This is an optimization exercise on Yosys and OpenROAD, whose aim is small area, a short achievable clock period and few clock cycles per item, not a production implementation. The RTL was checked by simulation tests, not by an equivalence proof against the original design. Power and IR drop assume default switching activity.

==> flow/design.v (excerpt) <==
module muldiv#(parameter XLEN = 32)
(
    input                   clk_i,
    input                   rst_i,
    input  [XLEN-1 : 0]     a_i,
    input  [XLEN-1 : 0]     b_i,
    input                   req_i,
    input  [ 2 : 0]         operation_sel_i,
    output [XLEN-1 : 0]     muldiv_result_o,
    output reg              ready_o
);
reg st_idle, st_mul, st_corr, st_norm, st_div, st_rcor, st_fix, st_done;
reg  [4:0]  cnt;       
reg  [32:0] acc_hi;    
reg  [31:0] acc_lo;    
reg  [32:0] opd;       
reg         corr;      
reg         negq;      
reg         negr;      
reg         is_rem, out_hi;
reg         out_inv;   
reg         out_zero;  
reg  [5:0]  la, lb;    
reg c_one1, c_two1, c_neg1, c_one2, c_two2, c_neg2;
reg c_z0, c_z1, c_cz, c_cin;
wire [2:0] op = operation_sel_i;
wire is_div  = op[2];
wire a_sgn   = (op == 3'd1) | (op == 3'd2) | (op == 3'd4) | (op == 3'd6);
wire b_sgn   = (op == 3'd1) | (op == 3'd4) | (op == 3'd6);
wire a_neg   = a_sgn & a_i[31];
wire b_neg   = b_sgn & b_i[31];
wire b_zero  = (b_i == 32'b0);
wire [36:0] m1x = {{4{opd[32]}}, opd};
wire [36:0] m2x = {{3{opd[32]}}, opd, 1'b0};
wire [36:0] pp1 = ({37{c_one1}} & m1x | {37{c_two1}} & m2x) ^ {37{c_neg1}};
wire [36:0] pp2 = ({37{c_one2}} & m1x | {37{c_two2}} & m2x) ^ {37{c_neg2}};
wire [36:0] row_x = {{4{acc_hi[32]}}, acc_hi};
wire [36:0] row_y = pp1;
wire [36:0] row_z = {pp2[34:0], c_z1, c_z0};
  ...
For scale: about 1,800 cells after synthesis, about 14,000 um^2 of cells after synthesis.
==> flow/config.mk <==
export PLATFORM = sky130hd
export DESIGN_NAME = muldiv
export DESIGN_NICKNAME = muldiv
export VERILOG_FILES = /design/flow/design.v
export SDC_FILE = /design/flow/constraint.sdc
export NUM_CORES = 4
export LEC_CHECK = 0
export CAP_MARGIN = 20
export CORE_MARGIN = 2
export CORE_UTILIZATION = 55
export CTS_BUF_LIST = sky130_fd_sc_hd__clkbuf_8
export PLACE_DENSITY = 0.75
export SETUP_SLACK_MARGIN = 4.0
export SLEW_MARGIN = 20
==> flow/constraint.sdc <==
create_clock -name core_clock -period 8.5 [get_ports {clk_i}]
set_input_delay 1.7000 -clock core_clock [delete_from_list [all_inputs] [get_ports {clk_i}]]
set_output_delay 1.7000 -clock core_clock [all_outputs]
set_load 0.01 [all_outputs]
run.sh (not shown) runs the stock make flow with config.mk's settings and CLKGATE_MAP_FILE= SYNTH_SCRIPT=/design/flow/synth_recipe.tcl, a recipe that flattens the netlist after the stock synthesis.
Testbench counts at the start, summed over its fixed seeds: cycles 30,308, ops 3,200.
Then changed:
Settings changed: CTS_BUF_LIST sky130_fd_sc_hd__clkbuf_8 to default.
After rerunning: The new run completed without violations; core utilization climbs by 0.73 points; total power climbs by 3.2%; area after synthesis stays the same; via count drops by 0.77%; sequential power hardly moves; clock-buffer cell count is unchanged; cell area climbs by 1.2%.

* * *

muldiv, a different RTL version from the one above (not shown whole).
Size: ~140 flip-flops, roughly 100 I/O pins.
==> flow/design.v (excerpt) <==
module muldiv#(parameter XLEN = 32)
(
    input                   clk_i,
    input                   rst_i,
    input  [XLEN-1 : 0]     a_i,
    input  [XLEN-1 : 0]     b_i,
    input                   req_i,
    input  [ 2 : 0]         operation_sel_i,
    output [XLEN-1 : 0]     muldiv_result_o,
    output reg              ready_o
);
reg st_idle, st_mul, st_corr, st_norm, st_div, st_rcor, st_fix, st_done;
reg  [4:0]  cnt;       
reg  [32:0] acc_hi;    
reg  [31:0] acc_lo;    
reg  [32:0] opd;       
reg         corr;      
reg         negq;      
reg         negr;      
reg         is_rem, out_hi;
reg  [5:0]  la, lb;    
reg c_one1, c_two1, c_neg1, c_one2, c_two2, c_neg2;
reg c_z0, c_z1, c_cz, c_cin;
wire [2:0] op = operation_sel_i;
wire is_div  = op[2];
wire a_sgn   = (op == 3'd1) | (op == 3'd2) | (op == 3'd4) | (op == 3'd6);
wire b_sgn   = (op == 3'd1) | (op == 3'd4) | (op == 3'd6);
wire a_neg   = a_sgn & a_i[31];
wire b_neg   = b_sgn & b_i[31];
wire b_zero  = (b_i == 32'b0);
wire [36:0] m1x = {{4{opd[32]}}, opd};
wire [36:0] m2x = {{3{opd[32]}}, opd, 1'b0};
wire [36:0] pp1 = ({37{c_one1}} & m1x | {37{c_two1}} & m2x) ^ {37{c_neg1}};
wire [36:0] pp2 = ({37{c_one2}} & m1x | {37{c_two2}} & m2x) ^ {37{c_neg2}};
wire [36:0] row_x = {{4{acc_hi[32]}}, acc_hi};
wire [36:0] row_y = pp1;
wire [36:0] row_z = {pp2[34:0], c_z1, c_z0};
wire [36:0] csa_s = row_x ^ row_y ^ row_z;
wire [36:0] csa_c = {(row_x[35:0] & row_y[35:0]) | (row_x[35:0] & row_z[35:0]) |
  ...
Settings: LEC_CHECK=0, CAP_MARGIN=20, CORE_MARGIN=2, CORE_UTILIZATION=55, PLACE_DENSITY=0.75, SETUP_SLACK_MARGIN=4.4, SLEW_MARGIN=20; clock period 8.5 ns.
Testbench counts at the start, summed over its fixed seeds: cycles 30,308, ops 3,200.
==> next run, changes <==
- SETUP_SLACK_MARGIN: 4.4 -> 4.2
After rerunning:
- The new run completed without violations
- sequential share of layout area increases by 0.63 points
- fmax fell by 5.0%
- register-to-register slack is worse by 220 ps
- power fell by 8.7%
- worst hold slack improves by 4.0 ps
- worst setup slack degrades by 220 ps
- die area stays the same
- cell area shrinks by 4.0%
==> next run, changes <==
- SETUP_SLACK_MARGIN: 4.2 -> 3.8
- The new run finished with timing, DRC and antenna clean
- register-to-register slack got worse by 140 ps
- cell area came out lower by a few percent
- combinational power came out lower by a little under a tenth
- synthesized area stays the same

[port drivers added, routing unchanged]
How much do the figures lean on ideal ports? The routed layouts below were timed once more, with nothing changed but the port constraints.
Step 1 (the two cells are an assumption about what drives the block):
set clk [get_ports {clk_i}]
set_driving_cell -lib_cell sky130_fd_sc_hd__clkbuf_16 $clk
set_driving_cell -lib_cell sky130_fd_sc_hd__buf_2 [delete_from_list [all_inputs] $clk]
Step 2, shift: input delay + t, output delay - t, t = (earliest + latest rising clock arrival at the registers) / 2. This alone moves slack from input paths to output paths.
a / b / c = no drivers / after step 1 / after step 2; a / b = the first two.
| run | t, ns | setup slack, ns | worst setup path at the end | slew at the worst register clock pin (ns) |
|---|---|---|---|---|
| the first run of note 1 | 0.520 | 4.098 / 4.106 / 3.586 | input to register | 0.11 / 0.11 |
| the second run of note 1 | 0.489 | 4.186 / 4.186 / 3.715 | input to register | 0.08 / 0.08 |
| the first run of note 2 | 0.489 | 4.351 / 4.351 / 3.943 | input to register | 0.07 / 0.07 |
| the second run of note 2 | 0.477 | 4.134 / 4.134 / 3.855 | input to register | 0.07 / 0.07 |
| the third run of note 2 | 0.484 | 3.995 / 3.995 / 3.555 | input to register | 0.07 / 0.07 |
After both steps every run listed still meets setup and hold. The setup slack of the first run of note 1, which loses most, moves by +0.008 ns with the drivers and by -0.512 ns with both steps.
